This is an optimization exercise on Yosys and OpenROAD, whose aim is a short achievable clock period and few clock cycles, not a production implementation.
Function was checked by simulation only, so behaviour that the tests miss may differ from the original.
Power and IR drop assume default switching activity.

<file path="flow/config.mk">
export PLATFORM = sky130hd
export DESIGN_NAME = rv32is
export DESIGN_NICKNAME = rv32is
export VERILOG_FILES = /design/flow/design.v
export SDC_FILE = /design/flow/constraint.sdc
export NUM_CORES = 4
export LEC_CHECK = 0
export CAP_MARGIN = 20
export CORE_MARGIN = 2
export CORE_UTILIZATION = 50
export SLEW_MARGIN = 20
export TNS_END_PERCENT = 100
</file>
<file path="flow/constraint.sdc">
create_clock -name core_clock -period 9.0 [get_ports {clk}]
set_input_delay 1.8000 -clock core_clock [delete_from_list [all_inputs] [get_ports {clk}]]
set_output_delay 1.8000 -clock core_clock [all_outputs]
set_load 0.01 [all_outputs]
</file>
<file path="flow/design.v">
module FA(
    output f,cout,
    input x,y,cin
);
    assign f= x ^ y ^ cin;
    assign cout= (x & y) | (x & cin) | (y & cin);
endmodule
/*verilator lint_off UNOPTFLAT*/
module CLU4(
    output [4:1] c,
    input [4:1] p,g,
    input c0
);
    assign c[1]=g[1] | (p[1] & c0);
    genvar i;
    generate
        for (i=2;i<=4;i=i+1) begin
            assign c[i]=g[i] | (p[i] & c[i-1]);
        end
    endgenerate
endmodule
/*verilator lint_off PINMISSING*/
/*verilator lint_off UNOPTFLAT*/
module CLA4(
    output [3:0] f,
    output cout,
    input [3:0] x,y,
    input cin
);
    wire [4:1] p,g;
    wire [4:1] c;
    assign p=x|y;
    assign g=x&y;
    CLU4 gen(
        .c0(cin),
        .p(p),
        .g(g),
        .c(c)
    );
    genvar i;
    FA adder(
        .x(x[0]),
        .y(y[0]),
        .cin(cin),
        .f(f[0])
    );
    generate
        for (i=1;i<=3;i=i+1) begin
            FA adder(
                .x(x[i]),
                .y(y[i]),
                .cin(c[i]),
                .f(f[i])
            );
        end
    endgenerate
    assign cout = c[4];
endmodule
/*verilator lint_off PINMISSING*/
module CLA8(
    output [7:0] f,
    output cout,
    input [7:0] x,y,
    input cin
);
    wire cin2;
    wire [3:0] p,g;
    assign p=x[3:0] | y[3:0];
    assign g=x[3:0] & y[3:0];
    assign cin2=g[3] | (p[3]&g[2]) | (p[3]&p[2]&g[1]) | (p[3]&p[2]&p[1]&g[0]) | (p[3]&p[2]&p[1]&p[0]&cin);
    CLA4 adder_low(
        .x(x[3:0]),
        .y(y[3:0]),
        .cin(cin),
        .f(f[3:0])
    );
    CLA4 adder_high(
        .x(x[7:4]),
        .y(y[7:4]),
        .cin(cin2),
        .f(f[7:4]),
        .cout(cout)
    );
endmodule
module Adder32(
    output [31:0] result,
    output cout,
    input [31:0] x,y,
    input sub
);
    parameter t=32;
    wire [3:0] Gg,Pg;
    wire [7:0] p[3:0],g[3:0];
    wire [4:0] c;
    wire [3:0] cout_temp;
    genvar i;
    generate
        for (i=0;i<=3;i=i+1) begin
            assign p[i]=x[i*8+7:i*8] | y[i*8+7:i*8];
            assign g[i]=x[i*8+7:i*8] & y[i*8+7:i*8];
            assign Pg[i] = (p[i]==8'hff ? 1 : 0);
            assign Gg[i] = g[i][7] | (p[i][7] & g[i][6]) | (p[i][7] & p[i][6] & g[i][5]) | (p[i][7] & p[i][6] & p[i][5] & g[i][4]) 
            | (p[i][7] & p[i][6] & p[i][5] & p[i][4] & g[i][3]) | (p[i][7] & p[i][6] & p[i][5] & p[i][4] & p[i][3] & g[i][2]) | 
            (p[i][7] & p[i][6] & p[i][5] & p[i][4] & p[i][3] & p[i][2] & g[i][1]) | (p[i][7] & p[i][6] & p[i][5] & p[i][4] & p[i][3] & p[i][2] & p[i][1] & p[i][0] & g[i][0]);
        end
    endgenerate
    CLU4 gen(
        .p(Pg),
        .g(Gg),
        .c0(sub),
        .c(c[4:1])
    );
    assign c[0]=sub;
    wire [7:0] ff[3:0];
    generate
        for (i=0;i<=3;i=i+1) begin
            CLA8 adder8(
                .x(x[i*8+7:i*8]),
                .y(y[i*8+7:i*8]),
                .cin(c[i]),
                .cout(cout_temp[i]),
                .f(ff[i])
            );
        end
    endgenerate
    assign result = {ff[3], ff[2], ff[1], ff[0]};
    assign cout = cout_temp[3];
endmodule
module Adder32_p(
    output [31:0] f,
    output OF,SF,CF,ZF,
    output cout,
    input [31:0] x,y,
    input sub
);
    wire [31:0] tmp;
    assign tmp = (sub ? ~y : y);
    Adder32 adder32(
        .x(x),
        .y(tmp),
        .sub(sub),
        .cout(cout),
        .result(f)
    );
    assign OF = (!x[31] & !tmp[31] & f[31]) | (x[31] & tmp[31] & !f[31]);
    assign SF = f[31];
    assign ZF = (f == 32'h00000000 ? 1 : 0);
    assign CF = cout ^ sub;
endmodule
module barrelshift(
    input [31:0] din,
    input [4:0] shamt,
    input AL,
    input LR,
    output reg [31:0] dout
);
    wire sgn; assign sgn = (AL == 1) ? din[31] : 0;
    integer i;
    always @(*) begin
        if (LR == 0) begin  
            for (i = 0; i <= 31; i = i + 1) begin
                if (i >= shamt) dout[i] = din[i - {27'b0, shamt}]; else dout[i] = 0;
            end
        end
        else begin  
            for (i = 0; i <= 31; i= i + 1) begin
                if (i >= 32 - {27'b0, shamt}) dout[i] = sgn; else dout[i] = din[i + {27'b0, shamt}];
            end
        end
    end
endmodule
module mux8(
    input [31:0] a0, a1, a2, a3, a4, a5, a6, a7,
    input [2:0] s,
    output reg [31:0] result
);
    always @(*) begin
        case (s)
            3'b000: result = a0;
            3'b001: result = a1;
            3'b010: result = a2;
            3'b011: result = a3;
            3'b100: result = a4;
            3'b101: result = a5;
            3'b110: result = a6;
            3'b111: result = a7;
        endcase 
    end
endmodule
/*verilator lint_off CASEINCOMPLETE*/
module ALU_signal(
    input [3:0] aluctr,
    output SUBctr,
    output SFTctr,
    output ALctr,
    output reg [2:0] OPctr,
    output SIGctr
);
    assign SUBctr = (aluctr == 4'b0000) ? 0 : 1;
    assign SFTctr = (aluctr == 4'b0001) ? 0 : 1;
    assign ALctr  = (aluctr == 4'b1101) ? 1 : 0;
    assign SIGctr = (aluctr == 4'b0011) ? 0 : 1;
    always @(*) begin
        case(aluctr)
            4'b0000: OPctr = 3'b000;
            4'b0001: OPctr = 3'b100;
            4'b0010: OPctr = 3'b110;
            4'b0011: OPctr = 3'b110;
            4'b0100: OPctr = 3'b011;
            4'b0101: OPctr = 3'b100;
            4'b0110: OPctr = 3'b010;
            4'b0111: OPctr = 3'b001;
            4'b1000: OPctr = 3'b000;
            4'b1101: OPctr = 3'b100;
            4'b1111: OPctr = 3'b101;
            default: OPctr = 3'b000;
        endcase
    end
endmodule
module ALU_RV32(
    input [31:0] da, db,
    input [3:0] aluctr,
    output zero,
    output [31:0] result
);
    wire SUBctr, SFTctr, ALctr, SIGctr; wire [2:0] OPctr;
    ALU_signal sig_generator(
        .aluctr(aluctr),
        .SUBctr(SUBctr),
        .SFTctr(SFTctr),
        .ALctr(ALctr),
        .OPctr(OPctr),
        .SIGctr(SIGctr)
    );
    wire CF, OF, SF, comF, cout;
    wire [31:0] input0, input1, input2, input3, input4, input5, input6, input7;
    Adder32_p adder (
        .sub(SUBctr),
        .x(da),
        .y(db),
        .OF(OF), .SF(SF), .CF(CF), .ZF(zero),
        .f(input0),
        .cout(cout)
    );
    assign input1 = da & db;
    assign input2 = da | db;
    assign input3 = da ^ db;
    barrelshift shift(
        .din(da),
        .shamt(db[4:0]),
        .AL(ALctr),
        .LR(SFTctr),
        .dout(input4)
    );
    assign input5 = db;
    assign comF = (SIGctr == 1) ? (OF ^ SF) : CF;
    assign input6 = (comF == 1) ? 32'h00000001 : 32'h00000000;
    assign input7 = 0;
    mux8 selector (
        .a0(input0), .a1(input1), .a2(input2), .a3(input3),
        .a4(input4), .a5(input5), .a6(input6), .a7(input7),
        .s(OPctr),
        .result(result)
    );
endmodule
/*verilator lint_off CASEINCOMPLETE*/
module CtrSignal(
    input [4:0] op,
    input [2:0] func3,
    input func7,
    input ban,
    output reg [2:0] ExtOp,
    output reg [2:0] Branch,
    output reg [1:0] ALUBSrc,
    output reg [3:0] ALUctr,
    output reg [2:0] MemOp,
    output reg RegWr, MemtoReg, ALUASrc, MemWr
);
    always @(*) begin
        if (ban) begin
            ExtOp = 3'b000;
            Branch = 3'b000;
            ALUBSrc = 2'b00;
            ALUctr = 4'b0000;
            MemOp = 3'b000;
            RegWr = 0;
            MemtoReg = 0;
            ALUASrc = 0;
            MemWr = 0;
        end
        else begin
            ExtOp = 3'b110;
            Branch = 3'b000;
            ALUBSrc = 2'b00;
            ALUctr = 4'b0000;
            MemOp = 3'b000;
            RegWr = 0;
            MemtoReg = 0;
            ALUASrc = 0;
            MemWr = 0;
            case (op)
                5'b01101: begin 
                    ExtOp = 3'b001; RegWr = 1; MemtoReg = 0; MemWr = 0; ALUASrc = 0; ALUBSrc = 2'b01; 
                    Branch = 3'b000; MemOp = 3'b000; ALUctr = 4'b1111;
                end
                5'b00101: begin 
                    ExtOp = 3'b001; RegWr = 1; MemtoReg = 0; MemWr = 0; ALUASrc = 1; ALUBSrc = 2'b01;
                    Branch = 3'b000; MemOp = 3'b000; ALUctr = 4'b0000;
                end
                5'b00100: begin 
                    ExtOp = 3'b000; RegWr = 1; MemtoReg = 0; MemWr = 0; ALUASrc = 0; ALUBSrc = 2'b01;
                    Branch = 3'b000; MemOp = 3'b000;
                    if (func3 != 3'b101) ALUctr = {1'b0, func3}; else ALUctr = {func7, func3};
                end
                5'b01100: begin
                    ExtOp = 3'b101; RegWr = 1; MemtoReg = 0; MemWr = 0; ALUASrc = 0; ALUBSrc = 2'b00;
                    Branch = 3'b000; MemOp = 3'b000; ALUctr = {func7, func3};
                end
                5'b11011: begin 
                    ExtOp = 3'b100; RegWr = 1; MemtoReg = 0; MemWr = 0; ALUASrc = 1; ALUBSrc = 2'b10;
                    Branch = 3'b001; MemOp = 3'b000; ALUctr = 4'b0000;
                end
                5'b11001: begin
                    ExtOp = 3'b000; RegWr = 1; MemtoReg = 0; MemWr = 0; ALUASrc = 1; ALUBSrc = 2'b10;
                    Branch = 3'b010; MemOp = 3'b000; ALUctr = 4'b0000;
                end
                5'b11000: begin
                    ExtOp = 3'b011; RegWr = 0; MemtoReg = 0; MemWr = 0; ALUASrc = 0; ALUBSrc = 2'b00;
                    case (func3)
                        3'b000: Branch = 3'b100;
                        3'b001: Branch = 3'b101;
                        3'b100: Branch = 3'b110;
                        3'b101: Branch = 3'b111;
                        3'b110: Branch = 3'b110;
                        3'b111: Branch = 3'b111;
                    endcase
                    MemOp = 3'b000;
                    if (func3 == 3'b110 || func3 == 3'b111) ALUctr = 4'b0011; else ALUctr = 4'b0010;
                end
                5'b00000: begin
                    ExtOp = 3'b000; RegWr = 1; MemtoReg = 1; MemWr = 0; ALUASrc = 0; ALUBSrc = 2'b01;
                    Branch = 3'b000;
                    case (func3)
                        3'b000: MemOp = 3'b001;
                        3'b001: MemOp = 3'b010;
                        3'b010: MemOp = 3'b000;
                        3'b100: MemOp = 3'b101;
                        3'b101: MemOp = 3'b110;
                    endcase
                    ALUctr = 4'b0000;
                end
                5'b01000: begin
                    ExtOp = 3'b010; RegWr = 0; MemtoReg = 0; MemWr = 1; ALUASrc = 0; ALUBSrc = 2'b01;
                    Branch = 3'b000;
                    case (func3)
                        3'b000: MemOp = 3'b001;
                        3'b001: MemOp = 3'b010;
                        3'b010: MemOp = 3'b000;
                    endcase
                    ALUctr = 4'b0000;
                end
            endcase
        end
    end
endmodule
module InstrToImm(
	input [31:0] instr,
    input [2:0] ExtOp,
    output reg [31:0] imm,
    output reg reada,
    output reg readb,
    output reg protect
);
	always @(*) begin
		case(ExtOp)
			0: begin  
				imm = {{20{instr[31]}}, instr[31:20]};                               
				reada = 1; readb = 0; protect = 1;
			end
			1: begin  
				imm = {instr[31:12], 12'b0};
				reada = 0; readb = 0; protect = 1;
			end
			2: begin  
				imm = {{20{instr[31]}}, instr[31:25], instr[11:7]};                  
				reada = 1; readb = 1; protect = 0;
			end
			3: begin  
				imm = {{20{instr[31]}}, instr[7], instr[30:25], instr[11:8],1'b0};   
				reada = 1; readb = 1; protect = 0;
			end
			4: begin  
				imm = {{12{instr[31]}}, instr[19:12], instr[20], instr[30:21],1'b0}; 
				reada = 0; readb = 0; protect = 0;
			end
			5: begin  
				imm = 0;
				reada = 1; readb = 1; protect = 1;
			end
			default: begin
				imm = 0;
				reada = 0; readb = 0; protect = 0;
			end
		endcase
	end
endmodule
module Regfiles(
    input clk, flush,
    input reada, readb,
    input [4:0] ra,
    input [4:0] rb,
    input we,
    input [4:0] rw,
    input [31:0] busw,
    input protect,
    input [4:0] protectw,
    output reg [31:0] busa,
    output reg [31:0] busb,
    output reg conflict,
    output [31:0] x0 , x1 , x2 , x3 , x4 , x5 , x6 ,  x7,
    output [31:0] x8 , x9 , x10, x11, x12, x13, x14, x15,
    output [31:0] x16, x17, x18, x19, x20, x21, x22, x23,
    output [31:0] x24, x25, x26, x27, x28, x29, x30, x31
);
    reg [31:0] registers[31:0]; integer i;
    reg reg_status[31:0];
    always @(*) begin
        busa = (ra == 5'b00000) ? 32'h00000000 : registers[ra];
        busb = (rb == 5'b00000) ? 32'h00000000 : registers[rb];
    end
    wire write;
    assign write = (we == 1'b1 && rw != 5'b00000);
    always @(posedge clk) begin
        if (write) begin registers[rw] <= busw; reg_status[rw] <= 0; end
        if (flush) begin
            for (i = 0; i <= 31; i = i + 1)
                if (!(write && rw == i[4:0])) reg_status[i] <= 0;
            conflict <= 0;
        end
        else begin
            if (protect && ((!reada || reg_status[ra] == 0) && (!readb || reg_status[rb] == 0)) && reg_status[protectw] == 0 && (!write || (write && protectw != rw)) && protectw != 0) begin
                reg_status[protectw] <= 1;
            end
            conflict <= ((reada && reg_status[ra] == 1) || (readb && reg_status[rb] == 1) || (protect && protectw != 0 && reg_status[protectw] == 1)) ? 1 : 0;
        end
    end
    assign x0 = 32'h00000000; assign x1 = registers[1]; assign x2 = registers[2]; assign x3 = registers[3];
    assign x4 = registers[4]; assign x5 = registers[5]; assign x6 = registers[6]; assign x7 = registers[7];
    assign x8 = registers[8]; assign x9 = registers[9]; assign x10 = registers[10]; assign x11 = registers[11];
    assign x12 = registers[12]; assign x13 = registers[13]; assign x14 = registers[14]; assign x15 = registers[15];
    assign x16 = registers[16]; assign x17 = registers[17]; assign x18 = registers[18]; assign x19 = registers[19];
    assign x20 = registers[20]; assign x21 = registers[21]; assign x22 = registers[22]; assign x23 = registers[23];
    assign x24 = registers[24]; assign x25 = registers[25]; assign x26 = registers[26]; assign x27 = registers[27];
    assign x28 = registers[28]; assign x29 = registers[29]; assign x30 = registers[30]; assign x31 = registers[31];
endmodule
module IF(
    input clk, rst, flush, block,
    input [31:0] inputPC,
    output [31:0] imemaddr,
    input [31:0] imemdataout,
    output [31:0] currentPC,
    output [31:0] snPC,
    output [31:0] currentInstr,
    input in_valid,
    input out_ready,
    output out_valid,
    output in_ready
);
    reg [31:0] PC;
    reg reg_valid_r;
    wire cout, receive_flag, send_flag;
    always @(negedge clk) begin
        reg_valid_r <= 1;
        if (receive_flag) begin
            PC <= inputPC;
        end
    end
    Adder32 snpc_gen (
        .sub(0),
        .x(PC), .y(32'h00000004),
        .result(snPC),
        .cout(cout)
    );
    assign imemaddr = PC;
    assign currentPC = PC;
    assign currentInstr = imemdataout;
    assign send_flag = out_valid & out_ready;
    assign receive_flag = in_valid & in_ready;
    assign out_valid = reg_valid_r & (~block) & (~flush) & (~rst);
    assign in_ready = 1;
endmodule
module ID(
    input clk, flush, block,
    input [31:0] in_instr,
    input [31:0] in_PC,
    input in_RegWr,
    input [31:0] in_busw,
    input [4:0] in_rw,
    output [31:0] currentPC,
    output [31:0] imm,
    output [2:0] Branch,
    output [1:0] ALUBSrc,
    output [3:0] ALUctr,
    output [2:0] MemOp,
    output RegWr, MemtoReg, ALUASrc, MemWr,
    output [31:0] busa, busb,
    output [4:0] rw,
    output blk,
    output done,
    output [31:0] reg00,
    output [31:0] reg01,
    output [31:0] reg02,
    output [31:0] reg03,
    output [31:0] reg04,
    output [31:0] reg05,
    output [31:0] reg06,
    output [31:0] reg07,
    output [31:0] reg08,
    output [31:0] reg09,
    output [31:0] reg10,
    output [31:0] reg11,
    output [31:0] reg12,
    output [31:0] reg13,
    output [31:0] reg14,
    output [31:0] reg15,
    output [31:0] reg16,
    output [31:0] reg17,
    output [31:0] reg18,
    output [31:0] reg19,
    output [31:0] reg20,
    output [31:0] reg21,
    output [31:0] reg22,
    output [31:0] reg23,
    output [31:0] reg24,
    output [31:0] reg25,
    output [31:0] reg26,
    output [31:0] reg27,
    output [31:0] reg28,
    output [31:0] reg29,
    output [31:0] reg30,
    output [31:0] reg31,
    input in_valid,
    input out_ready,
    output out_valid,
    output in_ready
);
    reg reg_valid_r;
    reg [31:0] reg_instr, reg_PC;
    wire receive_flag, send_flag;
    always @(negedge clk) begin
        if (flush) reg_valid_r <= 0;
        else reg_valid_r <= (receive_flag || (reg_valid_r && !send_flag)) ? 1 : 0;
        if (receive_flag) begin
            reg_instr   <= in_instr;
            reg_PC      <= in_PC;
        end
    end
    wire [2:0] ExtOp;
    wire reada, readb, protect;
    CtrSignal CtrSignal(
        .op(reg_instr[6:2]),
        .func3(reg_instr[14:12]),
        .func7(reg_instr[30]),
		.ban(flush),
        .ExtOp(ExtOp),
        .Branch(Branch),
        .ALUBSrc(ALUBSrc),
        .ALUctr(ALUctr),
        .RegWr(RegWr),
        .MemtoReg(MemtoReg),
        .MemOp(MemOp),
        .ALUASrc(ALUASrc),
        .MemWr(MemWr)
    );
    InstrToImm InstrToImm(
        .instr(reg_instr),
        .ExtOp(ExtOp),
        .imm(imm),
        .reada(reada),
        .readb(readb),
        .protect(protect)
    );
    Regfiles Regfiles(
        .clk(clk), .flush(flush),
        .reada(reada), .readb(readb),
        .ra(reg_instr[19:15]),
        .rb(reg_instr[24:20]),
        .we(in_RegWr),
        .busw(in_busw),
        .rw(in_rw),
        .protect(protect & reg_valid_r),
        .protectw(reg_instr[11:7]),
        .busa(busa), .busb(busb),
        .conflict(blk),
        .x0(reg00),
        .x1(reg01),
        .x2(reg02),
        .x3(reg03),
        .x4(reg04),
        .x5(reg05),
        .x6(reg06),
        .x7(reg07),
        .x8(reg08),
        .x9(reg09),
        .x10(reg10),
        .x11(reg11),
        .x12(reg12),
        .x13(reg13),
        .x14(reg14),
        .x15(reg15),
        .x16(reg16),
        .x17(reg17),
        .x18(reg18),
        .x19(reg19),
        .x20(reg20),
        .x21(reg21),
        .x22(reg22),
        .x23(reg23),
        .x24(reg24),
        .x25(reg25),
        .x26(reg26),
        .x27(reg27),
        .x28(reg28),
        .x29(reg29),
        .x30(reg30),
        .x31(reg31)
    );
    assign currentPC = reg_PC;
    assign rw = reg_instr[11:7];
    assign done = (reg_instr == 32'hdead10cc) ? 1 : 0;
    assign send_flag = out_valid & out_ready;
    assign receive_flag = in_valid & in_ready;
    assign out_valid = reg_valid_r & (~block) & (~flush);
    assign in_ready = !reg_valid_r || (reg_valid_r && send_flag);
endmodule
module EX (
    input clk, flush,
    input [31:0] in_busa, in_busb,
    input [4:0] in_rw,
    input [31:0] in_PC,
    input [31:0] in_imm,
    input [2:0] in_Branch,
    input [1:0] in_ALUBSrc,
    input [3:0] in_ALUctr,
    input [2:0] in_MemOp,
    input in_RegWr, in_MemtoReg, in_ALUASrc, in_MemWr,
    input in_done,
    output zero,
    output [31:0] result,
    output [31:0] currentPC,
    output [31:0] imm,
    output [31:0] busa, busb,
    output [4:0] rw,
    output [2:0] Branch,
    output [2:0] MemOp,
    output RegWr, MemtoReg, MemWr,
    output done,
    input in_valid,
    input out_ready,
    output out_valid,
    output in_ready
);
    reg reg_valid_r;
    reg [31:0] reg_PC, reg_imm, reg_busa, reg_busb;
    reg [4:0] reg_rw;
    reg [2:0] reg_Branch;
    reg [1:0] reg_ALUBSrc;
    reg [3:0] reg_ALUctr;
    reg [2:0] reg_MemOp;
    reg reg_RegWr, reg_MemtoReg, reg_ALUASrc, reg_MemWr;
    reg reg_done;
    wire receive_flag, send_flag;
    always @(negedge clk) begin
        if (flush) reg_valid_r <= 0;
        else reg_valid_r <= (receive_flag || (reg_valid_r && !send_flag)) ? 1 : 0;
        if (receive_flag) begin
            reg_PC          <= in_PC;
            reg_imm         <= in_imm;
            reg_busa        <= in_busa;
            reg_busb        <= in_busb;
            reg_rw          <= in_rw;
            reg_Branch      <= in_Branch;
            reg_ALUBSrc     <= in_ALUBSrc;
            reg_ALUctr      <= in_ALUctr;
            reg_MemOp       <= in_MemOp;
            reg_RegWr       <= in_RegWr;
            reg_MemtoReg    <= in_MemtoReg;
            reg_ALUASrc     <= in_ALUASrc;
            reg_MemWr       <= in_MemWr;
            reg_done        <= in_done;
        end
    end
    wire [31:0] ALUa, ALUb;
    assign ALUa = (reg_ALUASrc == 1 ? reg_PC : reg_busa);
    assign ALUb = (reg_ALUBSrc == 2'b00) ? reg_busb : ((reg_ALUBSrc == 2'b01) ? reg_imm : 32'h00000004);
    ALU_RV32 ALU(
        .da(ALUa),
        .db(ALUb),
        .aluctr(reg_ALUctr),
        .result(result),
        .zero(zero)
    );
    assign currentPC = reg_PC;
    assign Branch = reg_Branch;
    assign MemOp = reg_MemOp;
    assign RegWr = reg_RegWr;
    assign MemtoReg = reg_MemtoReg;
    assign MemWr = reg_MemWr;
    assign imm = reg_imm;
    assign busa = reg_busa;
    assign busb = reg_busb;
    assign rw = reg_rw;
    assign done = reg_done;
    assign send_flag = out_valid & out_ready;
    assign receive_flag = in_valid & in_ready;
    assign out_valid = reg_valid_r & (~flush);
    assign in_ready = !reg_valid_r || (reg_valid_r && send_flag);
endmodule
/*verilator lint_off CASEINCOMPLETE*/
module JumpCtr(
    input [2:0] Branch,
    input result0,
    input zero,
    output reg NxtASrc,
    output reg NxtBSrc
);
    always@(*)
        case(Branch)
            3'b000: begin NxtASrc = 0; NxtBSrc = 0; end
            3'b001: begin NxtASrc = 0; NxtBSrc = 1; end
            3'b010: begin NxtASrc = 1; NxtBSrc = 1; end
            3'b100: begin NxtASrc = 0; NxtBSrc = zero; end
            3'b101: begin NxtASrc = 0; NxtBSrc = ~zero; end
            3'b110: begin NxtASrc = 0; NxtBSrc = result0; end
            3'b111: begin NxtASrc = 0; NxtBSrc = zero | (~result0); end
            default: begin NxtASrc = 0; NxtBSrc = 0; end
       endcase
endmodule
/*verilator lint_off PINMISSING*/
module NextAddr(
    input zero,
    input rst,
    input result0,
    input [2:0] Branch,
    input [31:0] imm,
    input [31:0] currentPC,
    input [31:0] busa,
    output [31:0] nextPC
);
    wire NxtASrc, NxtBSrc;
    JumpCtr jumper (
        .zero(zero),
        .result0(result0),
        .Branch(Branch),
        .NxtASrc(NxtASrc),
        .NxtBSrc(NxtBSrc)
    );
    wire [31:0] da, db;
    assign db = (NxtBSrc == 1) ? imm : 32'h00000004;
    assign da = (NxtASrc == 1) ? busa : currentPC;
    Adder32_p adder_jump (
        .x(da),
        .y(db),
        .sub(1'b0),
        .f(nextPC)
    );
endmodule
module M(
    input clk,
    input rst,
    output reg flush,
    input MemWr,
    input [2:0] MemOp,
    input [2:0] Branch,
    input done, 
    input zero,
    input [31:0] Di,
    input [31:0] ALUout,
    input [31:0] imm,
    input [31:0] currentPC,
    input [31:0] busa,
    input MemtoReg,
    input RegWr,
    input [4:0] Rd,
    output reg MemtoReg_o,
    output reg RegWr_o,
    output reg [4:0] Rd_o,
    output reg [31:0] ALUout_o,
	output reg [2:0] Branch_o,
	output reg zero_o,
    output reg done_o,
    output reg [31:0] PC_o,
	output [31:0] dmemaddr,
	input [31:0] dmemdataout,
	output [31:0] dmemdatain,
	output [2:0] dmemop,
	output dmemwe,
    output [31:0] Do,
    input in_valid,
    input out_ready,
    output in_ready,
    output out_valid,
    output [31:0] nextPC
);
    reg reg_valid_r;
    wire send_flag, receive_flag;
    assign send_flag = out_valid & out_ready;
    assign receive_flag = in_valid & in_ready;
    assign out_valid = reg_valid_r & (~rst);
    assign in_ready = !reg_valid_r || (reg_valid_r && send_flag);
    reg we;
    reg [2:0] MemOp_i;
    reg [31:0] Di_i;
    reg [2:0] Branch_i;
    reg [31:0] addr;
    reg zero_i;
    reg [31:0] imm_i;
    reg [31:0] currentPC_i;
    reg [31:0] busa_i;
    always@(negedge clk) begin
        if (rst) reg_valid_r <= 0;
        else reg_valid_r <= (receive_flag || (reg_valid_r && !send_flag)) ? 1 : 0;
        if (receive_flag) begin
            reg_valid_r <= 1'b1;
            MemtoReg_o <= MemtoReg;
            RegWr_o <= RegWr;
            Rd_o <= Rd;
            ALUout_o <= ALUout;
			Branch_o <= Branch;
            we <= MemWr;
            MemOp_i <= MemOp;
            Di_i <= Di;
            Branch_i <= Branch;
            addr <= ALUout;
            zero_i <= zero;
			zero_o <= zero;
            imm_i <= imm;
            currentPC_i <= currentPC;
            busa_i <= busa;
            done_o <= done;
            PC_o <= currentPC;
        end
        else Branch_o <= 0;
        if (rst) begin
            addr <= 32'h00000000;
            MemOp_i <= 3'b000;
        end
        flush <= (receive_flag && Branch != 3'b0) ? 1 : 0;
    end
	assign dmemaddr = addr;
	assign Do = dmemdataout;
	assign dmemdatain = Di_i;
	assign dmemop = MemOp_i;
	assign dmemwe = we & reg_valid_r;
    wire result0 = addr[0];
    NextAddr NextAddr (
		.zero(zero_i),
		.rst(flush),
		.result0(result0),
		.Branch(Branch_i),
		.imm(imm_i),
		.currentPC(currentPC_i),
		.busa(busa_i),
		.nextPC(nextPC)
	);
endmodule
module WB(
    input clk, rst, flush,
    input MemtoReg,
    input RegWr,
    input done,
    input [4:0] Rd,
    input [31:0] Do,
    input [31:0] ALUout,
    input [31:0] currentPC,
    output reg [31:0] Di,
    output reg WE,
    output reg [4:0] Rw,
    output reg wb,
    output reg done_o,
    output reg [31:0] PC_o,
    input in_valid,
    output in_ready
);
    reg reg_valid_r;
    wire receive_flag, send_flag;
    assign send_flag = 1;
    assign receive_flag = in_valid & in_ready;
    assign in_ready = 1'b1;
    always @(negedge clk) begin
        if (rst) reg_valid_r <= 1'b0;
        else reg_valid_r <= (receive_flag || (reg_valid_r && !send_flag)) ? 1 : 0;
        if (receive_flag) begin
            reg_valid_r <= 1'b1;
            Di <= (MemtoReg) ? Do : ALUout;
            WE <= RegWr & (~done);
            Rw <= Rd;
            wb <= 1'b1;
            done_o <= done;
            PC_o <= currentPC;
        end
        else begin
            WE <= 1'b0;
            wb <= 1'b0;
        end
    end
endmodule
module rv32is(
    input 	clk,
	input 	rst,
	output [31:0] imemaddr,
	input  [31:0] imemdataout,
	output [31:0] dmemaddr,
	input  [31:0] dmemdataout,
	output [31:0] dmemdatain,
	output [2:0] dmemop,
	output	dmemwe,
	output reg [31:0] dbg_pc,
	output reg done,
	output reg wb,
	output [31:0] reg00, reg01, reg02, reg03, reg04, reg05, reg06, reg07,
				  reg08, reg09, reg10, reg11, reg12, reg13, reg14, reg15,
				  reg16, reg17, reg18, reg19, reg20, reg21, reg22, reg23,
				  reg24, reg25, reg26, reg27, reg28, reg29, reg30, reg31
);
    reg [31:0] rf [1:31];
    reg [31:0] fa;          
    reg [31:0] bpc;         
    reg        bvalid;      
    reg        dspec;       
    reg        bpred;       
    reg        btb_v;
    reg [31:0] btb_pc, btb_tgt;
    reg        bi_v;                
    reg [31:0] bi_pc, bi_tgt;
    reg        e_valid;
    reg [31:0] e_a, e_b, e_imm, e_target, e_pc, e_pcp4, e_eval;
    reg        s_add, s_sub, s_sll, s_slt, s_sltu, s_xor, s_srl, s_sra, s_or, s_and;
    reg        c_eq, c_ne, c_lt, c_ge, c_ltu, c_geu;
    reg        k_fb;                   
    reg        k_brr;                  
    reg        k_jalr, k_jale;         
    reg        k_bp;                   
    reg        e_back;                 
    reg        e_zaddi;                
    reg [31:0] e_nimm;
    reg        k_ebi;                  
    reg        e_ld, e_st, e_link, e_halt, e_wen, e_early;
    reg [4:0]  e_rd;
    reg [2:0]  e_mop;
    reg        m_valid, m_wen, m_ld, m_we, m_halt;
    reg [4:0]  m_rd;
    reg [31:0] m_result, m_addr, m_sdata, m_pc;
    reg [2:0]  m_mop;
    reg        w_valid, w_wen, w_ld, w_halt;
    reg [4:0]  w_rd;
    reg [31:0] w_result, w_pc;
    wire [31:0] d_ins = imemdataout;
    wire [31:0] d_pc  = bpc;
    wire        d_valid = bvalid;
    wire        d_free  = ~dspec;                  
    wire [6:0]  d_opc = d_ins[6:0];
    wire [4:0]  d_rd  = d_ins[11:7];
    wire [2:0]  d_f3  = d_ins[14:12];
    wire [4:0]  d_rs1 = d_ins[19:15];
    wire [4:0]  d_rs2 = d_ins[24:20];
    wire op_lui   = d_opc == 7'b0110111;
    wire op_auipc = d_opc == 7'b0010111;
    wire op_jal   = d_opc == 7'b1101111;
    wire op_jalr  = d_opc == 7'b1100111;
    wire op_br    = d_opc == 7'b1100011;
    wire op_ld    = d_opc == 7'b0000011;
    wire op_st    = d_opc == 7'b0100011;
    wire op_alui  = d_opc == 7'b0010011;
    wire op_alur  = d_opc == 7'b0110011;
    wire op_halt  = d_ins == 32'hdead10cc;
    wire use1 = op_jalr | op_br | op_ld | op_st | op_alui | op_alur;
    wire use2 = op_br | op_st | op_alur;
    wire d_wen = (op_lui | op_auipc | op_jal | op_jalr | op_ld | op_alui | op_alur) & (d_rd != 5'd0);
    wire [31:0] immI = {{20{d_ins[31]}}, d_ins[31:20]};
    wire [31:0] immS = {{20{d_ins[31]}}, d_ins[31:25], d_ins[11:7]};
    wire [31:0] immB = {{20{d_ins[31]}}, d_ins[7], d_ins[30:25], d_ins[11:8], 1'b0};
    wire [31:0] immJ = {{12{d_ins[31]}}, d_ins[19:12], d_ins[20], d_ins[30:21], 1'b0};
    wire [31:0] immU = {d_ins[31:12], 12'b0};
    wire triv     = op_jal ? (immJ == 32'd4) : (immB == 32'd4);
    wire [19:0] pc_hi   = d_pc[31:12];
    wire [19:0] pc_hip  = d_pc[31:12] + 20'd1;
    wire [19:0] pc_him  = d_pc[31:12] - 20'd1;
    wire [12:0] tb_lo   = {1'b0, d_pc[11:0]} + {1'b0, immB[11:0]};
    wire [31:0] tgtB    = {immB[31] ? (tb_lo[12] ? pc_hi : pc_him) : (tb_lo[12] ? pc_hip : pc_hi), tb_lo[11:0]};
    wire [11:0] pc_hjp  = d_pc[31:20] + 12'd1;
    wire [11:0] pc_hjm  = d_pc[31:20] - 12'd1;
    wire [20:0] tj_lo   = {1'b0, d_pc[19:0]} + {1'b0, immJ[19:0]};
    wire [31:0] tgtJ    = {immJ[31] ? (tj_lo[20] ? d_pc[31:20] : pc_hjm) : (tj_lo[20] ? pc_hjp : d_pc[31:20]), tj_lo[19:0]};
    wire [31:0] tgtU    = {d_pc[31:12] + d_ins[31:12], d_pc[11:0]};
    wire [31:0] d_target = op_jal ? tgtJ : tgtB;
    wire        j_early  = e_valid & e_wen & e_early & (e_rd == d_rs1);
    wire [19:0] ev_hip   = e_eval[31:12] + 20'd1;
    wire [19:0] ev_him   = e_eval[31:12] - 20'd1;
    wire [12:0] tr_lo    = {1'b0, e_eval[11:0]} + {1'b0, immI[11:0]};
    wire [31:0] j_target = {immI[31] ? (tr_lo[12] ? e_eval[31:12] : ev_him) : (tr_lo[12] ? ev_hip : e_eval[31:12]), tr_lo[11:0]};
    wire [31:0] A = e_a;
    wire [31:0] B = e_b;
    wire [31:0] agu = A + e_imm;
    wire        eq  = A == B;
    wire        ltu = A < B;
    wire        lt  = (A[31] ^ B[31]) ? A[31] : ltu;
    wire signed [31:0] As = A;
    wire [31:0] sra = As >>> B[4:0];
    wire taken = (c_eq & eq) | (c_ne & ~eq) | (c_lt & lt) | (c_ge & ~lt) |
                 (c_ltu & ltu) | (c_geu & ~ltu);
    wire [31:0] e_res = ({32{s_add}}  & (A + B)) |
                        ({32{s_sub}}  & (A - B)) |
                        ({32{s_sll}}  & (A << B[4:0])) |
                        ({32{s_slt}}  & {31'd0, lt}) |
                        ({32{s_sltu}} & {31'd0, ltu}) |
                        ({32{s_xor}}  & (A ^ B)) |
                        ({32{s_srl}}  & (A >> B[4:0])) |
                        ({32{s_sra}}  & sra) |
                        ({32{s_or}}   & (A | B)) |
                        ({32{s_and}}  & (A & B)) |
                        ({32{e_link}} & e_pcp4);
    wire [31:0] w_wdata = w_ld ? dmemdataout : w_result;
    wire e_hit1 = e_valid & e_wen & (e_rd == d_rs1);
    wire e_hit2 = e_valid & e_wen & (e_rd == d_rs2);
    wire m_hit1 = m_valid & m_wen & (m_rd == d_rs1);
    wire m_hit2 = m_valid & m_wen & (m_rd == d_rs2);
    wire w_hit1 = w_valid & w_wen & (w_rd == d_rs1);
    wire w_hit2 = w_valid & w_wen & (w_rd == d_rs2);
    wire [1023:0] rfv;
    assign rfv[31:0] = 32'd0;
    genvar gi;
    generate for (gi = 1; gi < 32; gi = gi + 1) begin : rfr
        assign rfv[gi*32 +: 32] = rf[gi];
    end endgenerate
    wire [31:0] rf1 = rfv[d_rs1*32 +: 32];
    wire [31:0] rf2 = rfv[d_rs2*32 +: 32];
    wire sa_e = use1 & e_hit1;
    wire sa_m = use1 & ~e_hit1 & m_hit1;
    wire sa_w = use1 & ~e_hit1 & ~m_hit1 & w_hit1;
    wire sa_r = use1 & ~e_hit1 & ~m_hit1 & ~w_hit1;
    wire sa_p = op_auipc;
    wire sb_e = use2 & e_hit2;
    wire sb_m = use2 & ~e_hit2 & m_hit2;
    wire sb_w = use2 & ~e_hit2 & ~m_hit2 & w_hit2;
    wire sb_r = use2 & ~e_hit2 & ~m_hit2 & ~w_hit2;
    wire sb_u = op_lui | op_auipc;
    wire sb_i = ~use2 & ~sb_u;
    wire [31:0] a_next = ({32{sa_e}} & e_res) | ({32{sa_m}} & m_result) | ({32{sa_w}} & w_wdata) |
                         ({32{sa_r}} & rf1)   | ({32{sa_p}} & d_pc);
    wire [31:0] b_next = ({32{sb_e}} & e_res) | ({32{sb_m}} & m_result) | ({32{sb_w}} & w_wdata) |
                         ({32{sb_r}} & rf2)   | ({32{sb_u}} & immU)     | ({32{sb_i}} & immI);
    wire stall = d_valid & ((use1 & ((e_hit1 & e_ld) | (m_hit1 & m_ld))) |
                            (use2 & ((e_hit2 & e_ld) | (m_hit2 & m_ld))));
    wire d_jal = d_valid & op_jal & ~triv & d_free;               
    wire d_jr  = d_valid & op_jalr & j_early & d_free;            
    wire e_zero = e_a == e_nimm;
    wire eb_c   = op_br & (d_f3[2:1] == 2'b00) & e_valid & e_wen & e_zaddi &
                  (((d_rs2 == 5'd0) & (d_rs1 == e_rd)) | ((d_rs1 == 5'd0) & (d_rs2 == e_rd)));
    wire eb_tk  = d_f3[0] ? ~e_zero : e_zero;
    wire d_eb   = d_valid & op_br & ~triv & d_free & eb_c;
    wire d_ebt  = d_eb & eb_tk & ~bpred;                           
    wire d_ebn  = d_eb & ~eb_tk & bpred;                           
    wire d_bp  = d_valid & op_br  & ~triv & d_free & bpred & ~eb_c;    
    wire d_fb  = d_valid & op_br  & ~triv & d_free & ~bpred & ~eb_c;   
    wire kill_nt = k_jalr | k_jale;                      
    wire kill_t  = kill_nt | k_brr | k_fb;               
    wire        bhit   = btb_v & (btb_pc == fa);
    wire [31:0] fa_seq = bhit ? btb_tgt : fa + 32'd4;
    wire [31:0] bpc4   = bpc + 32'd4;
    reg [31:0] fa_d; reg bv_d, ds_d, bp_d;
    always @(*) begin
        ds_d = 1'b0; bp_d = 1'b0;
        if (stall)      begin fa_d = bpc;                      bv_d = 1'b0; end
        else if (d_jal) begin fa_d = tgtJ;                     bv_d = 1'b0; end
        else if (d_jr)  begin fa_d = {j_target[31:1], 1'b0};   bv_d = 1'b0; end
        else if (d_ebt) begin fa_d = tgtB;                     bv_d = 1'b0; end
        else if (d_ebn) begin fa_d = bpc4;                     bv_d = 1'b0; end
        else if (d_fb)  begin fa_d = tgtB;                     bv_d = 1'b1; ds_d = 1'b1; end
        else            begin fa_d = fa_seq;                   bv_d = 1'b1; bp_d = bhit; end
    end
    wire [31:0] fa_e = k_jalr ? {agu[31:1], 1'b0} : e_target;    
    wire [31:0] fa_t = (kill_nt | k_brr) ? fa_e : k_fb ? fa_seq : fa_d;
    wire        bv_t = (kill_nt | k_brr) ? 1'b0 : k_fb ? 1'b1 : bv_d;
    wire        ds_t = kill_t ? 1'b0 : ds_d;
    wire        bp_t = (kill_nt | k_brr) ? 1'b0 : k_fb ? bhit : bp_d;
    wire [31:0] fa_nt = kill_nt ? fa_e : k_fb ? (stall ? bpc : bpc4) : k_bp ? e_pcp4 : fa_d;
    wire        bv_nt = (kill_nt | k_fb | k_bp) ? 1'b0 : bv_d;
    wire        ds_nt = (kill_nt | k_fb | k_bp) ? 1'b0 : ds_d;
    wire        bp_nt = (kill_nt | k_fb | k_bp) ? 1'b0 : bp_d;
    wire [31:0] fa_n   = taken ? fa_t : fa_nt;
    wire        bv_n   = taken ? bv_t : bv_nt;
    wire        ds_n   = taken ? ds_t : ds_nt;
    wire        bp_n   = taken ? bp_t : bp_nt;
    wire        killd  = taken ? kill_t : (kill_nt | k_bp);
    wire        go     = d_valid & ~stall & ~killd;       
    assign imemaddr = fa;
    assign dmemaddr   = m_addr;
    assign dmemop     = m_mop;
    assign dmemdatain = m_sdata;
    assign dmemwe     = m_we;
    always @(posedge clk) begin
        if (rst) begin
            fa     <= 32'h80000000;
            bvalid <= 1'b0;
            dspec  <= 1'b0;
            bpred  <= 1'b0;
            btb_v  <= 1'b0;
            bi_v   <= 1'b0;
        end else begin
            bpred  <= bp_n;
            bi_v   <= ((k_fb | k_brr) & taken & e_back) | k_ebi;
            if (bi_v) begin
                btb_v   <= 1'b1;
                btb_pc  <= bi_pc;
                btb_tgt <= bi_tgt;
            end
            fa     <= fa_n;
            bvalid <= bv_n;
            dspec  <= ds_n;
        end
        bpc <= fa;
        bi_pc  <= e_pc;
        bi_tgt <= e_target;
    end
    always @(posedge clk) begin
        if (rst) begin
            e_valid <= 1'b0;
            k_fb    <= 1'b0;
            k_brr   <= 1'b0;
            k_jalr  <= 1'b0;
            k_jale  <= 1'b0;
            k_bp    <= 1'b0;
            k_ebi   <= 1'b0;
        end else begin
            k_ebi   <= go & d_eb & eb_tk & immB[31];
            k_bp    <= go & d_bp;
            e_valid <= go;
            k_fb    <= go & d_fb;
            k_brr   <= go & op_br & ~triv & ~d_free;
            k_jalr  <= go & op_jalr & ~d_jr;
            k_jale  <= go & op_jal & ~triv & ~d_free;
        end
        e_pc    <= d_pc;
        e_pcp4  <= d_pc + 32'd4;
        e_a     <= a_next;
        e_b     <= b_next;
        e_imm   <= op_st ? immS : immI;
        e_target <= d_target;
        s_add   <= op_lui | op_auipc | ((op_alui | op_alur) & (d_f3 == 3'b000) & ~(op_alur & d_ins[30]));
        s_sub   <= op_alur & (d_f3 == 3'b000) & d_ins[30];
        s_sll   <= (op_alui | op_alur) & (d_f3 == 3'b001);
        s_slt   <= (op_alui | op_alur) & (d_f3 == 3'b010);
        s_sltu  <= (op_alui | op_alur) & (d_f3 == 3'b011);
        s_xor   <= (op_alui | op_alur) & (d_f3 == 3'b100);
        s_srl   <= (op_alui | op_alur) & (d_f3 == 3'b101) & ~d_ins[30];
        s_sra   <= (op_alui | op_alur) & (d_f3 == 3'b101) & d_ins[30];
        s_or    <= (op_alui | op_alur) & (d_f3 == 3'b110);
        s_and   <= (op_alui | op_alur) & (d_f3 == 3'b111);
        c_eq    <= op_br & (d_f3 == 3'b000);
        c_ne    <= op_br & (d_f3 == 3'b001);
        c_lt    <= op_br & (d_f3 == 3'b100);
        c_ge    <= op_br & (d_f3 == 3'b101);
        c_ltu   <= op_br & (d_f3 == 3'b110);
        c_geu   <= op_br & (d_f3 == 3'b111);
        e_ld    <= op_ld;
        e_st    <= op_st;
        e_link  <= op_jal | op_jalr;
        e_halt  <= op_halt;
        e_wen   <= d_wen;
        e_rd    <= d_rd;
        e_mop   <= {op_ld & d_f3[2], (d_f3[1:0] == 2'b01), (d_f3[1:0] == 2'b00)};
        e_early <= op_lui | op_auipc;
        e_eval  <= op_lui ? immU : tgtU;
        e_back  <= immB[31];
        e_zaddi <= op_alui & (d_f3 == 3'b000);
        e_nimm  <= 32'd0 - immI;
    end
    always @(posedge clk) begin
        if (rst) begin
            m_valid <= 1'b0;
            m_we    <= 1'b0;
            m_addr  <= 32'd0;
            m_mop   <= 3'b000;
        end else begin
            m_valid <= e_valid;
            m_we    <= e_valid & e_st;
            m_addr  <= agu;
            m_mop   <= e_mop;
        end
        m_wen    <= e_wen;
        m_ld     <= e_ld;
        m_rd     <= e_rd;
        m_halt   <= e_halt;
        m_pc     <= e_pc;
        m_result <= e_res;
        m_sdata  <= B;
    end
    always @(posedge clk) begin
        if (rst) w_valid <= 1'b0;
        else     w_valid <= m_valid;
        w_wen    <= m_wen;
        w_ld     <= m_ld;
        w_rd     <= m_rd;
        w_halt   <= m_halt;
        w_pc     <= m_pc;
        w_result <= m_result;
    end
    always @(posedge clk) begin
        if (w_valid & w_wen) rf[w_rd] <= w_wdata;
    end
    always @(posedge clk) begin
        if (rst) wb <= 1'b0;
        else     wb <= w_valid;
        dbg_pc <= w_pc;
        done   <= w_halt;
    end
    assign reg00 = 32'd0;
    assign reg01 = rf[1];  assign reg02 = rf[2];  assign reg03 = rf[3];
    assign reg04 = rf[4];  assign reg05 = rf[5];  assign reg06 = rf[6];  assign reg07 = rf[7];
    assign reg08 = rf[8];  assign reg09 = rf[9];  assign reg10 = rf[10]; assign reg11 = rf[11];
    assign reg12 = rf[12]; assign reg13 = rf[13]; assign reg14 = rf[14]; assign reg15 = rf[15];
    assign reg16 = rf[16]; assign reg17 = rf[17]; assign reg18 = rf[18]; assign reg19 = rf[19];
    assign reg20 = rf[20]; assign reg21 = rf[21]; assign reg22 = rf[22]; assign reg23 = rf[23];
    assign reg24 = rf[24]; assign reg25 = rf[25]; assign reg26 = rf[26]; assign reg27 = rf[27];
    assign reg28 = rf[28]; assign reg29 = rf[29]; assign reg30 = rf[30]; assign reg31 = rf[31];
endmodule
</file>
<file path="flow/flow/run.sh">
#!/bin/bash
set -euo pipefail
export SETUP_SLACK_MARGIN=$(cat flow/margin.txt)
export BUFFER_PORTS_ARGS="-buffer_cell sky130_fd_sc_hd__buf_4"
bash standard.sh > flow_make.log 2>&1
</file>
<file path="flow/flow/margin.txt">
6
</file>
<file path="flow/standard.sh">
#!/bin/bash
# synth_recipe.tcl (not shown) runs the flow's synth.tcl, then flattens the netlist and writes it again
# the make line also repeats each setting of config.mk as NAME=value (left out here)
make -C /OpenROAD-flow-scripts/flow DESIGN_CONFIG=/design/flow/config.mk WORK_HOME=/design/flow/orfs CLKGATE_MAP_FILE= SYNTH_SCRIPT=/design/flow/synth_recipe.tcl "${@:-finish}"
</file>
==> results of run 1 <==
how the worst max path moves through the flow:
| stage | startpoint | end | slack [ns] | depth (start not counted) |
|---|---|---|---|---|
| floorplan | imemdataout[20] | fa[28] | 4.42 | 17 |
| global placement | imemdataout[15] | e_a[10] | 2.84 | 8 |
| detailed placement | imemdataout[15] | e_a[10] | 2.86 | 8 |
| CTS | e_a[1] | fa[6] | 5.06 | 14 |
routing by layer:
layer	global-route usage, %	overflow
met1	80.78	8
met2	91.38	80
met3	69.74	10
met4	75.34	78
met5	41.40	1
through the flow:
step / util (%) / hold slack [ns]
after CTS: 74.26 / 0.3235
after global placement: 57.82 / 0.3097
after floorplan: - / 0.3096
after detailed placement: 57.83 / 0.3121
power groups by stage:
stage,clock (mW),sequential [mW],combinational [mW]
after floorplan,0,8.48,1.18
after global placement,0,8.56,1.86
after detailed placement,0,8.57,1.88
after CTS,7.60,8.40,2.41
cell usage after synthesis (45+ instances only):
| master | count |
|---|---|
| buf_1 | 109 |
| o21a_1 | 64 |
| a21o_1 | 47 |
| nor2b_1 | 46 |
| edfxtp_1 | 1055 |
| nand2b_1 | 48 |
| o22ai_1 | 45 |
| o21ai_0 | 354 |
| xnor2_1 | 196 |
| a221oi_1 | 62 |
| xor2_1 | 97 |
| nand2_1 | 464 |
| mux2i_1 | 175 |
| mux2_2 | 61 |
| nor2_1 | 474 |
| dfxtp_1 | 600 |
| mux4_2 | 623 |
| ha_1 | 195 |
| a222oi_1 | 45 |
| clkbuf_1 | 332 |
| nand4_1 | 53 |
| inv_1 | 173 |
| nor3_1 | 125 |
| a211oi_1 | 50 |
| nand3_1 | 109 |
| a21oi_1 | 345 |
cells by family after synthesis:
logic type,after synthesis
compound gates,1424
fa+ha+maj,202
other cells,1
buf+inv,687
mux,861
flops,1655
simple gates,1553
xor+xnor,293
what timing repair did:
item	4_1_cts
setup endpoints to repair	1506
hold buffers	0
setup buffers	1312
gates resized for setup	2346
hold endpoints to repair	0
gates cloned	84
pin swaps	252
==> flow_summary.json, run 1 <==
{
  "yosys.area_share.simple_pct": 8.544,
  "postSynthCellCount": 6676,
  "cts-root-buf": "clkbuf_16",
  "place_area_mm2": 0.09768,
  "place_inst": 9831,
  "outcome": "stopped before the end",
  "post_synth_mux_area_share_pct": 19.47,
  "synth_top_family_by_area": "multiplexers",
  "avgSynthCellArea_um2": 12.69,
  "numPortBuffers": 1191,
  "async_reset_ff_share_pct": 0,
  "row_count": 151,
  "synth_compound_area_share_pct": 11.12,
  "synthXorXnorAreaFrac_pct": 3.028,
  "synth_seq_cells": 1655,
  "firstError": "[ERROR GRT-0232] Routing congestion too high. Check the congestion heatmap in the GUI.",
  "synth_flop_cell": "edfxtp_1",
  "synth_edf_count": 1055,
  "clockBufferDepth": 3,
  "synth_cell_types": 94,
  "die_x_um": 415.7,
  "numClockSinks": 1655,
  "initial_utilization_pct": 50.18,
  "haltStage": "global routing (5_1_grt)",
  "ys_seq_area_share_pct": 51.55,
  "cts_made_buffers": 175,
  "synth_area_leaders": "edfxtp_1 (37%), mux4_2 (17%), dfxtp_1 (14%), ha_1 (2.9%), nor2_1 (2.1%)",
  "place_congestion": 1.156,
  "overflow": 177,
  "hpwl_um": 384500,
  "synthAdderAreaFrac_pct": 3.044,
  "syn-cell-area_mm2": 0.08475,
  "synth_top_area_cell": "edfxtp_1",
  "die_h_um": 415.7,
  "dp_slack_ns": 2.862,
  "yosysTopAreaCellShare_pct": 37.38,
  "grt_use_total_pct": 79.53,
  "grt_max_degree": 56,
  "yosys_warnings": 1,
  "htree_levels": 4,
  "ios": 1224
}
Testbench counts, summed over its fixed seeds: cycles 28,424.
==> run 2, diff against run 1 <==
--- a/flow/config.mk
+++ b/flow/config.mk
@@ -8,5 +8,5 @@
 export CAP_MARGIN = 20
 export CORE_MARGIN = 2
-export CORE_UTILIZATION = 50
+export CORE_UTILIZATION = 33
 export SLEW_MARGIN = 20
 export TNS_END_PERCENT = 100
==> flow_summary.json, run 2 <==
{
  "outcome": "complete, no violations",
  "overflow": 0,
  "grt_pass1_wl_um": 715200,
  "synth_compound_area_share_pct": 11.12,
  "yosys-top-cells-count": "edfxtp_1 (1,055), mux4_2 (623), dfxtp_1 (600), nor2_1 (474), nand2_1 (464)",
  "grt_max_degree": 73,
  "clk_latency_ns": 0.93,
  "setup_viol": 0,
  "critPathLaunch": "e_a[4]",
  "postCtsHoldBufs": 0,
  "drc": 0,
  "initial_utilization_pct": 33.08,
  "r2r_end": "fa[23]",
  "crit_required_ns": 9.71,
  "crit_buf_inv": 7,
  "htree_levels": 4,
  "cts_tree": "built",
  "critPathMaxStageDelay_ns": 0.56,
  "postSynthCellCount": 6676,
  "tightest_slew_ns": 1.344,
  "synth_top_family_by_area": "multiplexers",
  "setup_ws_ns": 4.879,
  "row_count": 186,
  "rsz0062_at_grt": "true",
  "crit_path_end_kind": "register",
  "utilization_pct": 51.48,
  "synthAdderAreaFrac_pct": 3.044,
  "skew_ns": 0.1163,
  "ios": 1224,
  "relSlewSlack_pct": 10.42,
  "yosysTopAreaCellShare_pct": 37.38,
  "crit_chain": "buf_12 -> buf_6 -> ha_4 -> or3_4 -> a211o_4 -> a311oi_4 -> o21ai_2 -> a2111o_2 -> mux2i_4 -> buf_6 -> buf_4 -> buf_6 -> buf_8 -> buf_16 -> a21o_1 -> a32oi_1 -> o211ai_1",
  "cts-root-buf": "clkbuf_16",
  "power_density_mw_per_mm2": 145.7,
  "cp_top_family": "compound AO/OA/AOI/OAI gates",
  "fill_cells": 21470,
  "fin_crit_ns": 4.121,
  "clk_pin_slew_ns": 0.06,
  "drive_gt1_share_pct": 52.66,
  "ant_nets": 0,
  "cts_made_buffers": 186,
  "cp_num_cells": 17,
  "yosys.cell_count.top_type": "edfxtp_1",
  "syn2layout_area_growth_pct": 55.63,
  "synth_top_area_cell": "edfxtp_1",
  "slowest_stage": "a2111o_2",
  "start_kind": "register",
  "numPortBuffers": 1191,
  "yosys_warnings": 1,
  "die_area_mm2": 0.2609,
  "synthXorXnorAreaFrac_pct": 3.028,
  "place_congestion": 1.047,
  "dp_slack_ns": 2.754,
  "regMostFlops": "rf",
  "r2r-start": "e_a[4]",
  "core_mm2": 0.2562,
  "drtPass1Iterations": 10,
  "rr_worst_depth": 17,
  "async_reset_ff_share_pct": 0,
  "yosys.area_share.simple_pct": 8.544,
  "stdcell_count": 13110,
  "period_share_pct": 45.79,
  "largest_reg_flops": 992,
  "final_nets": 9773,
  "finalWirelength_um": 554400,
  "fmax_mhz": 242.6,
  "avgSynthCellArea_um2": 12.69,
  "die_h_um": 510.8,
  "path_common_cell": "buf_6",
  "place_area_mm2": 0.09902,
  "layout_commonest_cell": "buf_4",
  "power_mw": 19.22,
  "hold_depth": 0,
  "vdd_ir_drop_max_mv": 0.2181,
  "grt_use_total_pct": 40.45,
  "final_cell_area_mm2": 0.1319,
  "drt_iter0_drc": 13830,
  "hold_viol": 0,
  "vias": 83440,
  "place_inst": 10980,
  "synth_edf_count": 1055,
  "slew_violations": 0,
  "arrival_ns": 4.83,
  "hold_slack_ns": 0.2883,
  "hpwl_um": 373200,
  "leakagePower_nw": 51.50,
  "layout_common_cells": "buf_4 (1,615), buf_6 (1,255), edfxtp_1 (1,055), mux4_2 (623), dfxtp_1 (426)",
  "via_per_inst": 6.364,
  "synth_area_leaders": "edfxtp_1 (37%), mux4_2 (17%), dfxtp_1 (14%), ha_1 (2.9%), nor2_1 (2.1%)",
  "syn-cell-area_mm2": 0.08475,
  "ys_seq_area_share_pct": 51.55,
  "synth_cell_types": 94,
  "synth_seq_cells": 1655,
  "numClockSinks": 1655,
  "wire_per_inst_um": 42.29,
  "synth_flop_cell": "edfxtp_1",
  "critical_path_class": "register to register",
  "holdCritPathClass": "register to register",
  "grt_pass1_vias": 76720,
  "tns_ns": 0,
  "post_synth_mux_area_share_pct": 19.47,
  "r2r_setup_slack_ns": 4.88,
  "clockBufferDepth": 3,
  "crit_end": "fa[23]",
  "antenna_found_initial": 72,
  "cap_violations": 0,
  "die_x_um": 510.8,
  "cp_max_fo": 8
}
[run 2: area by class of cell]
type                    instances  area [um^2]  area share (%)
diodes                         62        155.1          0.1176
clock buffers                 231         4936           3.742
clock inverters               116         1488           1.128
inverters                     183        768.2          0.5825
multi-input cells            4367        44210           33.52
flip-flops and latches       1655        44040           33.39
well taps                    3384         4234           3.210
repair buffers               3111        32050           24.30
repair inverters                1        8.758        0.006640
[run 2: how the worst min path moves through the flow]
stage	startpoint	endpoint
floorplan	w_pc[0]	dbg_pc[0]
global placement	e_pc[27]	m_pc[27]
detailed placement	w_pc[26]	dbg_pc[26]
CTS	e_target[5]	bi_tgt[5]
global route	e_target[6]	bi_tgt[6]
finish	e_target[5]	bi_tgt[5]
[run 2: timing repair]
item / CTS / global route
hold endpoints to repair: 0 / 0
pin swaps: 234 / 249
setup buffers: 1174 / 454
resized for setup: 2341 / 434
gates cloned: 86 / 7
endpoints found under the setup margin: 1596 / 1323
[run 2: worst reg2reg max path, cell delays in order, from the launching register on]
cell	delay, ns
dfxtp_2	0.33
buf_12	0.14
buf_6	0.13
ha_4	0.16
or3_4	0.36
a211o_4	0.31
a311oi_4	0.36
o21ai_2	0.14
a2111o_2	0.56
mux2i_4	0.25
buf_6	0.15
buf_4	0.13
buf_6	0.10
buf_8	0.14
buf_16	0.16
a21o_1	0.17
a32oi_1	0.24
o211ai_1	0.14
[run 2: layer usage]
metal / track usage, % / wire, um / vias up
li1: - / - / 31740
met1: 45.96 / 178900 / 41370
met2: 57.86 / 227000 / 8029
met3: 16.37 / 79910 / 2276
met4: 37.44 / 68540 / 26
met5: 0 / 157 / -
[run 2: power by group]
group / leakage (nW) / internal (mW) / total (mW) / switching, mW
clock: 3.10 / 4.59 / 8.16 / 3.57
combinational: 33.7 / 1.07 / 2.64 / 1.57
sequential: 14.7 / 8.24 / 8.42 / 0.177
total: 51.5 / 13.9 / 19.2 / 5.32
[run 2: logic make-up after synthesis]
family,after synthesis
buffers and inverters,687
xor gates and xnor gates,293
other,1
AOI/OAI and AO/OA,1424
adders and majority gates,202
DFF,1655
muxes,861
and+or+nand+nor,1553
==> run 3, diff against run 2 <==
--- a/flow/design.v
+++ b/flow/design.v
@@ -925,25 +925,32 @@
 );
     reg [31:0] rf [1:31];
-    reg [31:0] fa;          
+    reg        tk_r;
+    reg [31:0] fa_tr, fa_ntr;
+    reg        bv_tr, bv_ntr, ds_tr, ds_ntr, bp_tr, bp_ntr;
+    wire [31:0] fa = tk_r ? fa_tr : fa_ntr;    
     reg [31:0] bpc;         
-    reg        bvalid;      
-    reg        dspec;       
-    reg        bpred;       
+    wire       bvalid = tk_r ? bv_tr : bv_ntr;   
+    wire       dspec  = tk_r ? ds_tr : ds_ntr;   
+    wire       bpred  = tk_r ? bp_tr : bp_ntr;   
     reg        btb_v;
     reg [31:0] btb_pc, btb_tgt;
     reg        bi_v;                
     reg [31:0] bi_pc, bi_tgt;
-    reg        e_valid;
+    reg        e_vp, e_kl;             
+    wire       e_valid = e_vp & ~e_kl;
     reg [31:0] e_a, e_b, e_imm, e_target, e_pc, e_pcp4, e_eval;
     reg        s_add, s_sub, s_sll, s_slt, s_sltu, s_xor, s_srl, s_sra, s_or, s_and;
     reg        c_eq, c_ne, c_lt, c_ge, c_ltu, c_geu;
-    reg        k_fb;                   
-    reg        k_brr;                  
-    reg        k_jalr, k_jale;         
-    reg        k_bp;                   
+    reg        kp_fb, kp_brr, kp_jalr, kp_jale, kp_bp;
+    wire       k_fb   = kp_fb   & ~e_kl;   
+    wire       k_brr  = kp_brr  & ~e_kl;   
+    wire       k_jalr = kp_jalr & ~e_kl;   
+    wire       k_jale = kp_jale & ~e_kl;   
+    wire       k_bp   = kp_bp   & ~e_kl;   
     reg        e_back;                 
     reg        e_zaddi;                
     reg [31:0] e_nimm;
-    reg        k_ebi;                  
+    reg        kp_ebi;
+    wire       k_ebi  = kp_ebi  & ~e_kl;   
     reg        e_ld, e_st, e_link, e_halt, e_wen, e_early;
     reg [4:0]  e_rd;
@@ -1089,10 +1096,6 @@
     wire        ds_nt = (kill_nt | k_fb | k_bp) ? 1'b0 : ds_d;
     wire        bp_nt = (kill_nt | k_fb | k_bp) ? 1'b0 : bp_d;
-    wire [31:0] fa_n   = taken ? fa_t : fa_nt;
-    wire        bv_n   = taken ? bv_t : bv_nt;
-    wire        ds_n   = taken ? ds_t : ds_nt;
-    wire        bp_n   = taken ? bp_t : bp_nt;
     wire        killd  = taken ? kill_t : (kill_nt | k_bp);
-    wire        go     = d_valid & ~stall & ~killd;       
+    wire        dgo    = d_valid & ~stall;                
     assign imemaddr = fa;
     assign dmemaddr   = m_addr;
@@ -1102,12 +1105,25 @@
     always @(posedge clk) begin
         if (rst) begin
-            fa     <= 32'h80000000;
-            bvalid <= 1'b0;
-            dspec  <= 1'b0;
-            bpred  <= 1'b0;
+            tk_r   <= 1'b0;
+            fa_tr  <= 32'h80000000;
+            fa_ntr <= 32'h80000000;
+            bv_tr  <= 1'b0;
+            bv_ntr <= 1'b0;
+            ds_tr  <= 1'b0;
+            ds_ntr <= 1'b0;
+            bp_tr  <= 1'b0;
+            bp_ntr <= 1'b0;
             btb_v  <= 1'b0;
             bi_v   <= 1'b0;
         end else begin
-            bpred  <= bp_n;
+            tk_r   <= taken;
+            fa_tr  <= fa_t;
+            fa_ntr <= fa_nt;
+            bv_tr  <= bv_t;
+            bv_ntr <= bv_nt;
+            ds_tr  <= ds_t;
+            ds_ntr <= ds_nt;
+            bp_tr  <= bp_t;
+            bp_ntr <= bp_nt;
             bi_v   <= ((k_fb | k_brr) & taken & e_back) | k_ebi;
             if (bi_v) begin
@@ -1116,7 +1132,4 @@
                 btb_tgt <= bi_tgt;
             end
-            fa     <= fa_n;
-            bvalid <= bv_n;
-            dspec  <= ds_n;
         end
         bpc <= fa;
@@ -1126,19 +1139,21 @@
     always @(posedge clk) begin
         if (rst) begin
-            e_valid <= 1'b0;
-            k_fb    <= 1'b0;
-            k_brr   <= 1'b0;
-            k_jalr  <= 1'b0;
-            k_jale  <= 1'b0;
-            k_bp    <= 1'b0;
-            k_ebi   <= 1'b0;
+            e_vp    <= 1'b0;
+            e_kl    <= 1'b0;
+            kp_fb   <= 1'b0;
+            kp_brr  <= 1'b0;
+            kp_jalr <= 1'b0;
+            kp_jale <= 1'b0;
+            kp_bp   <= 1'b0;
+            kp_ebi  <= 1'b0;
         end else begin
-            k_ebi   <= go & d_eb & eb_tk & immB[31];
-            k_bp    <= go & d_bp;
-            e_valid <= go;
-            k_fb    <= go & d_fb;
-            k_brr   <= go & op_br & ~triv & ~d_free;
-            k_jalr  <= go & op_jalr & ~d_jr;
-            k_jale  <= go & op_jal & ~triv & ~d_free;
+            e_vp    <= dgo;
+            e_kl    <= killd;
+            kp_ebi  <= dgo & d_eb & eb_tk & immB[31];
+            kp_bp   <= dgo & d_bp;
+            kp_fb   <= dgo & d_fb;
+            kp_brr  <= dgo & op_br & ~triv & ~d_free;
+            kp_jalr <= dgo & op_jalr & ~d_jr;
+            kp_jale <= dgo & op_jal & ~triv & ~d_free;
         end
         e_pc    <= d_pc;
--- a/flow/config.mk
+++ b/flow/config.mk
@@ -8,5 +8,5 @@
 export CAP_MARGIN = 20
 export CORE_MARGIN = 2
-export CORE_UTILIZATION = 33
+export CORE_UTILIZATION = 40
 export SLEW_MARGIN = 20
 export TNS_END_PERCENT = 100
==> flow_summary.json, run 3 <==
{
  "outcome": "complete, no violations",
  "regArea_mm2": 0.04468,
  "die_area_mm2": 0.2189,
  "numPortBuffers": 1191,
  "htree_levels": 4,
  "die_h_um": 467.9,
  "vdd_ir_drop_max_mv": 0.2199,
  "yosys.cell_count.top_type": "edfxtp_1",
  "syn2layout_area_growth_pct": 57.71,
  "fill_cells": 16040,
  "drive_gt1_share_pct": 54.82,
  "avgSynthCellArea_um2": 12.69,
  "wire_per_inst_um": 45.77,
  "tightest_slew_ns": 1.334,
  "cap_violations": 0,
  "crit_required_ns": 9.81,
  "row_count": 170,
  "hpwl_um": 397300,
  "clk_latency_ns": 0.93,
  "start_kind": "register",
  "synth_seq_cells": 1692,
  "drt_iter0_drc": 15930,
  "rsz0062_at_grt": "true",
  "synth_edf_count": 1055,
  "grt_pass1_wl_um": 749600,
  "drtPass1Iterations": 9,
  "final_cell_area_mm2": 0.1357,
  "cp_max_fo": 7,
  "via_per_inst": 6.755,
  "fin_crit_ns": 4.061,
  "async_reset_ff_share_pct": 0,
  "regMostFlops": "rf",
  "grt_use_total_pct": 51.58,
  "synth_cell_types": 109,
  "setup_viol": 0,
  "initial_utilization_pct": 40.19,
  "grt_max_degree": 64,
  "power_density_mw_per_mm2": 144.4,
  "setup_ws_ns": 4.939,
  "place_congestion": 1.057,
  "period_share_pct": 45.12,
  "skew_ns": 0.1185,
  "yosysTopAreaCellShare_pct": 36.80,
  "place_area_mm2": 0.09963,
  "synth_area_leaders": "edfxtp_1 (37%), mux4_2 (16%), dfxtp_1 (15%), ha_1 (2.7%), mux2i_1 (2.5%)",
  "fmax_mhz": 246.3,
  "yosys_warnings": 1,
  "leakagePower_nw": 53.63,
  "finalWirelength_um": 589100
}
[run 3: changes by cell type after synthesis, sizes merged, moves of 14 or more]
| cell | change |
|---|---|
| nand3 | +16 |
| nor2 | -51 |
| mux2i | +43 |
| o21a | -14 |
| dfxtp | +37 |
| nand2 | +53 |
| a22o | +18 |
| o211ai | +18 |
| inv | +29 |
| nor2b | -15 |
[run 3: power by group]
part	leakage [nW]	switching, mW	internal (mW)	total, mW
sequential	14.9	0.151	8.37	8.52
clock	3.16	3.59	4.70	8.29
combinational	35.5	1.68	1.10	2.79
[run 3: repair_timing]
item                       4_1_cts  5_1_grt
cloned                         102        7
setup endpoints to repair     1615     1352
setup buffers                 1313      519
resized for setup             2532      408
pin swaps                      425      287
[run 3: logic make-up (layout without fill, tap and decap cells)]
logic type / after synthesis / count (layout) / share of synthesized area (%)
mux: 896 / 896 / 19.48
simple gates: 1561 / 1565 / 8.487
buf+inv: 704 / 3867 / 3.382
other cells: 1 / 83 / 0.004357
compound gates: 1436 / 1437 / 11.11
xor+xnor: 300 / 300 / 3.053
fa+ha+maj: 193 / 193 / 2.866
flops: 1692 / 1692 / 51.62
[run 3: path summary, 6_finish.rpt]
path         startpoint  cells after the start         end  slack [ns]
max             bpc[11]                     11  fa_ntr[31]        4.94
min            e_pc[18]                      0    m_pc[18]        0.32
max reg2reg     bpc[11]                     11  fa_ntr[31]        4.94
min reg2reg    e_pc[18]                      0    m_pc[18]        0.32
[run 3: final cells by class]
| class | count | area share [%] |
|---|---|---|
| multi-input cells | 4423 | 33.76 |
| flip-flops and latches | 1692 | 32.91 |
| repair buffers | 3310 | 25.19 |
| clock buffers | 223 | 3.660 |
| well taps | 2838 | 2.616 |
| clock inverters | 125 | 1.127 |
| inverters | 207 | 0.6323 |
| diodes | 51 | 0.09401 |
| repair inverters | 2 | 0.01290 |
[run 3: routing by layer]
layer	track usage, %	vias up	share of wire [%]
li1	-	32500	-
met1	60.33	43270	33
met2	71.66	8623	40
met3	23.31	2504	15
met4	44.06	48	12
met5	0.2855	-	0.088
[run 3: critical path, cell delays in order (launching register included)]
cell and delay [ns]:
dfxtp_1 1.02, and3_1 0.54, nand3_1 0.17, nor2_1 0.65
nand2_1 0.19, xnor2_1 0.35, o21a_1 0.23, a31oi_4 0.09
a221oi_2 0.24, buf_4 0.20, nor2_2 0.05, o31ai_2 0.23
[run 3: metrics by stage]
stage	utilization [%]	total power, mW	instances	hold WS, ns
final	63.38	19.60	12870	0.3201
after global routing	63.35	19.82	12840	0.3279
after CTS	60.48	19.23	12290	0.3239
after detailed placement	46.51	10.59	10530	0.3121
after global placement	46.51	10.58	10530	0.3098
after floorplan	-	9.772	6814	0.3096
Testbench counts of run 3, summed over its fixed seeds: cycles 28,424.

## re-timing with driven ports
The results above use ideal ports. As a check the final layouts listed here were re-extracted and re-timed, cells and wires unchanged. Step 1 assumes that a clkbuf_16 drives the clock port and a buf_2 every other input. Step 2 adds t to the input delays and takes it off the output delays; t is the mean of the earliest and latest rising clock arrival at the registers after step 1. Input paths then give back, and output paths get back, about the clock's delay inside the block. Three values: ideal ports, drivers, drivers and shift; two values: the first two.
run | t, ns | setup slack, ns | latest minus earliest clock arrival (ns)
run 2 | 0.977 | 4.879 / 4.733 / 3.756 | 0.134 / 0.134
run 3 | 0.977 | 4.939 / 4.628 / 3.651 | 0.124 / 0.124
After both steps setup and hold are still met in every run listed. The setup slack of run 3, which loses most, moves by -0.311 ns with the drivers and by -1.288 ns with both steps.
